Context: an optimization exercise on an open-source flow, tuned for small area. The choices shown serve that exercise and are no tape-out recipe.
Function was checked by simulation only, so behaviour that the tests miss may differ from the original.
Power is estimated from default activity; no workload was simulated.

## v28
==> flow/design.v (excerpt) <==
module comp_cic
#(  parameter Win=16,
    parameter Wcoef = 18,
    parameter Wout = 18,
    parameter Num_coef=17)
(input  signed [Win-1:0] id_data_filter,
 input ic_val_data,
 input ic_rst,
 input  clk,
 output signed [Wout-1:0] od_data_filter,
 output oc_val_data);
Size in the first run: about 600 cells after synthesis, ~0.0089 sq mm of cells after synthesis.
export LEC_CHECK = 0
export CAP_MARGIN = 20
export CORE_MARGIN = 2
export CORE_UTILIZATION = 70
export PLACE_DENSITY = 0.8
export SLEW_MARGIN = 20
export SYNTH_MEMORY_MAX_BITS = 4096
create_clock -name core_clock -period 10.0 [get_ports {clk}]
standard.sh (not shown) runs the stock make flow with config.mk's settings and CLKGATE_MAP_FILE= SYNTH_SCRIPT=/design/flow/synth_recipe.tcl, a recipe that flattens the netlist after the stock synthesis.
==> flow/flow/run.sh <==
#!/bin/bash
# The standard layout (standard.sh) with these changes:
# - after the standard synthesis, flow/invpol.py rewrites the netlist to
#   remove inverters between full adders and to replace adders with an
#   unused output by a smaller gate (it only re-polarises full adders,
#   rebuilds inverters and swaps those adders; registers are untouched);
# - the clock tree has clkbuf_4 cells driving clusters of up to 11 registers
#   and clkbuf_8 cells above them, without dummy loads;
# - the port buffers are buf_1 cells.
set -euo pipefail
export CTS_ARGS="-sink_clustering_enable -repair_clock_nets -dont_use_dummy_load -buf_list {sky130_fd_sc_hd__clkbuf_4 sky130_fd_sc_hd__clkbuf_8} -root_buf sky130_fd_sc_hd__clkbuf_8 -sink_clustering_buffer sky130_fd_sc_hd__clkbuf_4 -sink_clustering_size 11 -sink_clustering_max_diameter 40"
export BUFFER_PORTS_ARGS="-buffer_cell sky130_fd_sc_hd__buf_1"
bash standard.sh synth > standard_synth.log 2>&1
NET=orfs/results/$FLOW_PLATFORM/comp_cic/base/1_2_yosys.v
cp "$NET" 1_2_yosys.before_invpol.v
python3 flow/invpol.py "$NET" > invpol.log 2>&1
rm -f orfs/results/$FLOW_PLATFORM/comp_cic/base/1_synth.odb orfs/results/$FLOW_PLATFORM/comp_cic/base/1_synth.sdc
bash standard.sh > standard_flow.log 2>&1
Other scripts of this flow, unchanged in this note and not shown: flow/flow/invpol.py
Having completed the whole flow, v28 delivered a layout that passed the timing, DRC and antenna checks.
The inputs of v20 differ from those of v28 as listed below.
Settings: a change of CORE_UTILIZATION from 70 to 40; a deleted PLACE_DENSITY that had been 0.8.
diff --git a/flow/flow/run.sh b/flow/flow/run.sh
--- a/flow/flow/run.sh
+++ b/flow/flow/run.sh
@@ -6,3 +6,3 @@
 #   rebuilds inverters and swaps those adders; registers are untouched);
-# - the clock tree has clkbuf_4 cells driving clusters of up to 11 registers
+# - the clock tree has clkbuf_4 cells driving clusters of up to 10 registers
 #   and clkbuf_8 cells above them, without dummy loads;
@@ -10,3 +10,3 @@
 set -euo pipefail
-export CTS_ARGS="-sink_clustering_enable -repair_clock_nets -dont_use_dummy_load -buf_list {sky130_fd_sc_hd__clkbuf_4 sky130_fd_sc_hd__clkbuf_8} -root_buf sky130_fd_sc_hd__clkbuf_8 -sink_clustering_buffer sky130_fd_sc_hd__clkbuf_4 -sink_clustering_size 11 -sink_clustering_max_diameter 40"
+export CTS_ARGS="-sink_clustering_enable -repair_clock_nets -dont_use_dummy_load -buf_list {sky130_fd_sc_hd__clkbuf_4 sky130_fd_sc_hd__clkbuf_8} -root_buf sky130_fd_sc_hd__clkbuf_8 -sink_clustering_buffer sky130_fd_sc_hd__clkbuf_4 -sink_clustering_size 10 -sink_clustering_max_diameter 50"
 export BUFFER_PORTS_ARGS="-buffer_cell sky130_fd_sc_hd__buf_1"
## What came out
Side by side, area added between synthesis and finish turned out higher in v20 than in v28.
In v20 the layout clock buffer count turned out about 2.8% higher than in v28.
Against v28 as the reference, v20 delivers a lower total met2 wirelength after detailed routing.
Looking at final critical path time including I/O delays and setup, v20 sits 0.10 ns below v28.
v20 vs. v28: tap cell instance count went up by 108; post-layout total power was more or less identical; met1 capacity usage during global routing went down by 12 points; global-route usage went down by 8.9 points.
Cmp v20 and v28 / y dimension of the die / lower: v28
When the final numbers for v20 and v28 were put side by side, the routed wire length turned out to be smaller in v28.
#### Input delta (v36 over v20)
Settings: an added PLACE_DENSITY of 0.75; a change of CORE_UTILIZATION from 40 to 65.
diff --git a/flow/flow/run.sh b/flow/flow/run.sh
--- a/flow/flow/run.sh
+++ b/flow/flow/run.sh
@@ -6,7 +6,7 @@
 #   rebuilds inverters and swaps those adders; registers are untouched);
-# - the clock tree has clkbuf_4 cells driving clusters of up to 10 registers
+# - the clock tree has clkbuf_4 cells driving clusters of up to 12 registers
 #   and clkbuf_8 cells above them, without dummy loads;
-# - the port buffers are buf_1 cells.
+# - the port buffers are buf_1 cells;
 set -euo pipefail
-export CTS_ARGS="-sink_clustering_enable -repair_clock_nets -dont_use_dummy_load -buf_list {sky130_fd_sc_hd__clkbuf_4 sky130_fd_sc_hd__clkbuf_8} -root_buf sky130_fd_sc_hd__clkbuf_8 -sink_clustering_buffer sky130_fd_sc_hd__clkbuf_4 -sink_clustering_size 10 -sink_clustering_max_diameter 50"
+export CTS_ARGS="-sink_clustering_enable -repair_clock_nets -dont_use_dummy_load -buf_list {sky130_fd_sc_hd__clkbuf_4 sky130_fd_sc_hd__clkbuf_8} -root_buf sky130_fd_sc_hd__clkbuf_8 -sink_clustering_buffer sky130_fd_sc_hd__clkbuf_4 -sink_clustering_size 12 -sink_clustering_max_diameter 50"
 export BUFFER_PORTS_ARGS="-buffer_cell sky130_fd_sc_hd__buf_1"
Notes after the runs:
- A critical path's slowest cell of sky130_fd_sc_hd__dfxtp_2 is what v36 shows, while sky130_fd_sc_hd__dfxtp_1 belongs to v20.
- Changes observed in v36 relative to v20: clock-buffer cell count decreased 19%; data arrival time of the worst path went down by 0.04 ns; area of the mapped netlist about even; net switching power now sits lower.
- Cmp v36 vs v20: cell area lower in v36
- v36 vs v20, post-layout minimum cycle time went down by 0.074 ns.
- On first-pass GRT wire length, the higher figure sits with v20, not v36.
- Across both runs, post-place instance area was lower for v36 than for v20.
- Total number of H-tree levels delta for v36 relative to v20: 1 lower

## exp/raven
Another version of the RTL of comp_cic (not shown whole).
For scale: ~740 cells after synthesis, about 310 flip-flops, roughly 10,000 um^2 of cells after synthesis.
==> flow/config.mk <==
export PLATFORM = sky130hd
export DESIGN_NAME = comp_cic
export DESIGN_NICKNAME = comp_cic
export VERILOG_FILES = /design/flow/design.v
export SDC_FILE = /design/flow/constraint.sdc
export NUM_CORES = 4
export LEC_CHECK = 0
export CAP_MARGIN = 20
export CORE_MARGIN = 2
export CORE_UTILIZATION = 40
export SLEW_MARGIN = 20
export SYNTH_MEMORY_MAX_BITS = 4096
==> flow/constraint.sdc <==
create_clock -name core_clock -period 10.0 [get_ports {clk}]
set_input_delay 2.0000 -clock core_clock [delete_from_list [all_inputs] [get_ports {clk}]]
set_output_delay 2.0000 -clock core_clock [all_outputs]
set_load 0.01 [all_outputs]
==> flow/flow/run.sh <==
#!/bin/bash
# The standard layout (standard.sh), with the clock tree built from
# clkbuf_4 cells and no dummy loads, and buf_1 cells as the port buffers.
set -euo pipefail
export CTS_ARGS="-sink_clustering_enable -repair_clock_nets -dont_use_dummy_load -buf_list sky130_fd_sc_hd__clkbuf_8 -sink_clustering_size 20 -sink_clustering_max_diameter 100"
export BUFFER_PORTS_ARGS="-buffer_cell sky130_fd_sc_hd__buf_1"
bash standard.sh > standard_flow.log 2>&1
exp/raven finished every stage and its layout cleared the timing, DRC and antenna checks.
Edits applied to the flow inputs when going from exp/raven to exp/cedar:
==> flow/run.sh (new file) <==
#!/bin/bash
# synth_recipe.tcl (not shown) runs the flow's synth.tcl, then flattens the netlist and writes it again
# the make line also repeats each setting of config.mk as NAME=value (left out here)
make -C /OpenROAD-flow-scripts/flow DESIGN_CONFIG=/design/flow/config.mk WORK_HOME=/design/flow/orfs CLKGATE_MAP_FILE= SYNTH_SCRIPT=/design/flow/synth_recipe.tcl finish
removed: flow/flow/run.sh
removed: flow/standard.sh
[summary]
In exp/cedar the wire length turned out 630 um higher than in exp/raven.
The setup slack of the critical path after layout reported for exp/cedar is greater than that of exp/raven by 100 ps.
exp/cedar against exp/raven: register share of the cell area down 5.1 points; overall via count from detail_route up about 2%; final critical path time including I/O delays and setup down 100 ps; hold-critical path depth flat; worst hold slack up 39 ps.
## Diff of input files: exp/yarrow against exp/cedar
==> flow/flow/run.sh (new file) <==
#!/bin/bash
# The standard layout (standard.sh), with the clock tree built from
# clkbuf_4 cells and no dummy loads, and buf_1 cells as the port buffers.
set -euo pipefail
export CTS_ARGS="-sink_clustering_enable -repair_clock_nets -dont_use_dummy_load -buf_list sky130_fd_sc_hd__clkbuf_4"
export BUFFER_PORTS_ARGS="-buffer_cell sky130_fd_sc_hd__buf_1"
bash standard.sh > standard_flow.log 2>&1
==> flow/standard.sh (new file) <==
#!/bin/bash
# synth_recipe.tcl (not shown) runs the flow's synth.tcl, then flattens the netlist and writes it again
# the make line also repeats each setting of config.mk as NAME=value (left out here)
make -C /OpenROAD-flow-scripts/flow DESIGN_CONFIG=/design/flow/config.mk WORK_HOME=/design/flow/orfs CLKGATE_MAP_FILE= SYNTH_SCRIPT=/design/flow/synth_recipe.tcl "${@:-finish}"
removed: flow/run.sh
Notes after the runs:
- Global-route total usage across every layer (higher): exp/yarrow
- In terms of total length of routed met2 wires, exp/cedar and exp/yarrow differ only marginally.
- Sum of routed wire length over all layers, exp/yarrow and exp/cedar: lower on exp/yarrow
- Compared with exp/cedar, maximum frequency in exp/yarrow decreased slightly.

comp_cic with an RTL version that a note above also has.
Size in the first run: about 38 I/O pins, roughly 8900 µm² of cells after synthesis.
clock: 10.0 ns
lec_check: 0
cap_margin: 20
core_margin: 2
core_utilization: 65
place_density: 0.75
slew_margin: 20
synth_memory_max_bits: 4096
==> flow/flow/run.sh <==
#!/bin/bash
# The standard layout (standard.sh) with these changes:
# - after the standard synthesis, flow/invpol.py rewrites the netlist to
#   remove inverters between full adders and to replace adders with an
#   unused output by a smaller gate (it only re-polarises full adders,
#   rebuilds inverters and swaps those adders; registers are untouched);
# - the clock tree has clkbuf_4 cells driving clusters of up to 12 registers
#   and clkbuf_8 cells above them, without dummy loads;
# - the port buffers are buf_1 cells.
set -euo pipefail
export CTS_ARGS="-sink_clustering_enable -repair_clock_nets -dont_use_dummy_load -buf_list {sky130_fd_sc_hd__clkbuf_4 sky130_fd_sc_hd__clkbuf_8} -root_buf sky130_fd_sc_hd__clkbuf_8 -sink_clustering_buffer sky130_fd_sc_hd__clkbuf_4 -sink_clustering_size 12 -sink_clustering_max_diameter 50"
export BUFFER_PORTS_ARGS="-buffer_cell sky130_fd_sc_hd__buf_1"
bash standard.sh synth > standard_synth.log 2>&1
NET=orfs/results/$FLOW_PLATFORM/comp_cic/base/1_2_yosys.v
cp "$NET" 1_2_yosys.before_invpol.v
python3 flow/invpol.py "$NET" > invpol.log 2>&1
rm -f orfs/results/$FLOW_PLATFORM/comp_cic/base/1_synth.odb orfs/results/$FLOW_PLATFORM/comp_cic/base/1_synth.sdc
bash standard.sh > standard_flow.log 2>&1
Other scripts of this flow, unchanged in this note and not shown: flow/flow/invpol.py
Edit:
--- a/flow/flow/run.sh
+++ b/flow/flow/run.sh
@@ -7,2 +7,2 @@
-# - the clock tree has clkbuf_4 cells driving clusters of up to 12 registers
-#   and clkbuf_8 cells above them, without dummy loads;
+# - the clock tree is built from clkbuf_8 cells, in clusters of up to 16
+#   registers, without dummy loads;
@@ -11 +11 @@
-export CTS_ARGS="-sink_clustering_enable -repair_clock_nets -dont_use_dummy_load -buf_list {sky130_fd_sc_hd__clkbuf_4 sky130_fd_sc_hd__clkbuf_8} -root_buf sky130_fd_sc_hd__clkbuf_8 -sink_clustering_buffer sky130_fd_sc_hd__clkbuf_4 -sink_clustering_size 12 -sink_clustering_max_diameter 50"
+export CTS_ARGS="-sink_clustering_enable -repair_clock_nets -dont_use_dummy_load -buf_list sky130_fd_sc_hd__clkbuf_8 -sink_clustering_size 16 -sink_clustering_max_diameter 60"
CORE_UTILIZATION = 40   (was 65)
PLACE_DENSITY = not set   (was 0.75)
Combinational power hardly moves.
Die area grows by well over a third.
Total power is higher by a few percent.
Via count rose slightly.
Synthesized area stays the same.
Non-clock buffer count goes up by 1.
Critical path depth rises by 1.
Design area rose by a few percent.
Wire length came out higher by a few percent.

Setup of v6:
comp_cic, a different RTL version from the one above (not shown whole).
Size: about 590 cells after synthesis, roughly 38 I/O pins.
Design comp_cic, start of the top module:
module comp_cic
#(  parameter Win=16,
    parameter Wcoef = 18,
    parameter Wout = 18,
    parameter Num_coef=17)
(input  signed [Win-1:0] id_data_filter,
 input ic_val_data,
 input ic_rst,
 input  clk,
 output signed [Wout-1:0] od_data_filter,
 output oc_val_data);
export LEC_CHECK = 0
export CAP_MARGIN = 20
export CORE_MARGIN = 2
export CORE_UTILIZATION = 40
export SLEW_MARGIN = 20
export SYNTH_MEMORY_MAX_BITS = 4096
create_clock -name core_clock -period 10.0 [get_ports {clk}]
==> flow/flow/run.sh <==
#!/bin/bash
# The standard layout (standard.sh) with these changes:
# - after the standard synthesis, flow/invpol.py rewrites the netlist to
#   remove inverters between full adders (it only re-polarises full adders
#   and rebuilds inverters; registers are untouched);
# - the clock tree is built from clkbuf_8 cells in clusters of up to 16 sinks,
#   without dummy loads;
# - the port buffers are buf_1 cells.
set -euo pipefail
export CTS_ARGS="-sink_clustering_enable -repair_clock_nets -dont_use_dummy_load -buf_list sky130_fd_sc_hd__clkbuf_8 -sink_clustering_size 20 -sink_clustering_max_diameter 50"
export BUFFER_PORTS_ARGS="-buffer_cell sky130_fd_sc_hd__buf_1"
bash standard.sh synth > standard_synth.log 2>&1
NET=orfs/results/$FLOW_PLATFORM/comp_cic/base/1_2_yosys.v
cp "$NET" 1_2_yosys.before_invpol.v
python3 flow/invpol.py "$NET" > invpol.log 2>&1
rm -f orfs/results/$FLOW_PLATFORM/comp_cic/base/1_synth.odb orfs/results/$FLOW_PLATFORM/comp_cic/base/1_synth.sdc
bash standard.sh > standard_flow.log 2>&1
Other scripts of this flow, unchanged in this note and not shown: flow/flow/invpol.py
diff inputs: v6 => v7
-- flow/flow/run.sh --
<<< v6, line 8
# - the port buffers are buf_1 cells.
set -euo pipefail
export CTS_ARGS="-sink_clustering_enable -repair_clock_nets -dont_use_dummy_load -buf_list sky130_fd_sc_hd__clkbuf_8 -sink_clustering_size 20 -sink_clustering_max_diameter 50"
export BUFFER_PORTS_ARGS="-buffer_cell sky130_fd_sc_hd__buf_1"
bash standard.sh synth > standard_synth.log 2>&1
>>> v7, line 8
# - the port buffers are buf_1 cells.
set -euo pipefail
export CTS_ARGS="-sink_clustering_enable -repair_clock_nets -dont_use_dummy_load -buf_list sky130_fd_sc_hd__clkbuf_8 -sink_clustering_size 16 -sink_clustering_max_diameter 60"
export BUFFER_PORTS_ARGS="-buffer_cell sky130_fd_sc_hd__buf_1"
bash standard.sh synth > standard_synth.log 2>&1
--- outcome ---
v7 reached the end of the flow, and the finished layout is clean on the timing, DRC and antenna checks.
Re met3 demand-to-capacity share in global routing: v7 is 0.20 points up on v6.
In the metrics for v7 and v6, the one carrying the lower total global-route track usage is v6.
Worst path required time: v7 and v6 compared, higher one is v7
A worst setup path startpoint of run$_SDFF_PP0_ is what v7 shows, while ph[1]$_SDFF_PP0_ belongs to v6.
The total wirelength of the detailed-routed design in v7 was higher than what v6 gave.
Diff v7 and v6: worst setup slack lower in v6

comp_cic, a different RTL version from the one above (not shown whole).
Size in the first run: roughly 710 cells after synthesis, roughly 38 I/O pins.
Settings: LEC_CHECK=0, CAP_MARGIN=20, CORE_MARGIN=2, CORE_UTILIZATION=40, SLEW_MARGIN=20, SYNTH_MEMORY_MAX_BITS=4096; clock period 10.0 ns.
==> flow/flow/run.sh <==
#!/bin/bash
# The standard layout (standard.sh), with the clock tree built from
# clkbuf_8 cells in clusters of up to 20 sinks and no dummy loads, and buf_1 cells as the port buffers.
set -euo pipefail
export CTS_ARGS="-sink_clustering_enable -repair_clock_nets -dont_use_dummy_load -buf_list sky130_fd_sc_hd__clkbuf_8 -sink_clustering_size 24 -sink_clustering_max_diameter 50"
export BUFFER_PORTS_ARGS="-buffer_cell sky130_fd_sc_hd__buf_1"
bash standard.sh > standard_flow.log 2>&1
==> next run, changes <==
==> flow/flow/run.sh (replaced) <==
#!/bin/bash
# The standard layout (standard.sh), with the clock tree built from
# clkbuf_8 cells in clusters of up to 20 sinks and no dummy loads, and buf_1 cells as the port buffers.
set -euo pipefail
export CTS_ARGS="-sink_clustering_enable -repair_clock_nets -dont_use_dummy_load -buf_list sky130_fd_sc_hd__clkbuf_16 -sink_clustering_size 30 -sink_clustering_max_diameter 100"
export BUFFER_PORTS_ARGS="-buffer_cell sky130_fd_sc_hd__buf_1"
bash standard.sh > standard_flow.log 2>&1
=> Global-route usage goes down by 0.30 points; core utilization is about the same; worst hold slack gets better by 0.10 ns; setup slack gets better by 0.10 ns; wire length goes down by 1.8%; critical path depth does not change; clock-buffer cell count goes down by 13; final area is about the same; sequential power is about the same; non-clock buffer count stays the same.

## separate check: timing with driven ports
The results above use ideal ports. As a check the final layouts listed here were re-extracted and re-timed, cells and wires unchanged. Step 1 sets driving cells, clkbuf_16 on the clock port and buf_2 on the other inputs (assumed; they add their load-dependent delay and slew). Step 2 moves the port delays by t, midway between the first and last clock arrival at a register: inputs arrive t later, outputs are due t later. That takes back most of the time a late clock gives input paths. Slacks: ideal ports / drivers / drivers and shift; pairs: ideal ports / drivers.
run	t, ns	slack for setup (ns)	clock arrival spread, ns	worst register clock-pin slew, ns	pins driven straight from the clock port
v28	0.512	0.601 / 0.601 / 0.601	0.064 / 0.064	0.11 / 0.11	1
v20	0.527	0.701 / 0.701 / 0.701	0.058 / 0.058	0.11 / 0.11	1
v36	0.550	0.775 / 0.775 / 0.775	0.058 / 0.059	0.12 / 0.12	1
exp/raven	0.543	0.374 / 0.374 / 0.374	0.065 / 0.065	0.12 / 0.12	1
exp/cedar	0.585	0.478 / 0.478 / 0.478	0.015 / 0.015	0.07 / 0.07	1
exp/yarrow	0.664	0.408 / 0.408 / 0.408	0.098 / 0.098	0.07 / 0.07	1
the first run of note 3	0.550	0.775 / 0.775 / 0.775	0.058 / 0.059	0.12 / 0.12	1
the second run of note 3	0.562	0.733 / 0.733 / 0.733	0.048 / 0.048	0.10 / 0.10	1
v6	0.565	0.520 / 0.520 / 0.520	0.085 / 0.086	0.11 / 0.11	1
v7	0.569	0.533 / 0.533 / 0.533	0.068 / 0.068	0.10 / 0.10	1
the first run of note 5	0.566	0.385 / 0.385 / 0.385	0.105 / 0.104	0.13 / 0.13	1
the second run of note 5	0.506	0.486 / 0.486 / 0.486	0.029 / 0.028	0.10 / 0.10	1
After both steps every run listed still meets setup and hold.
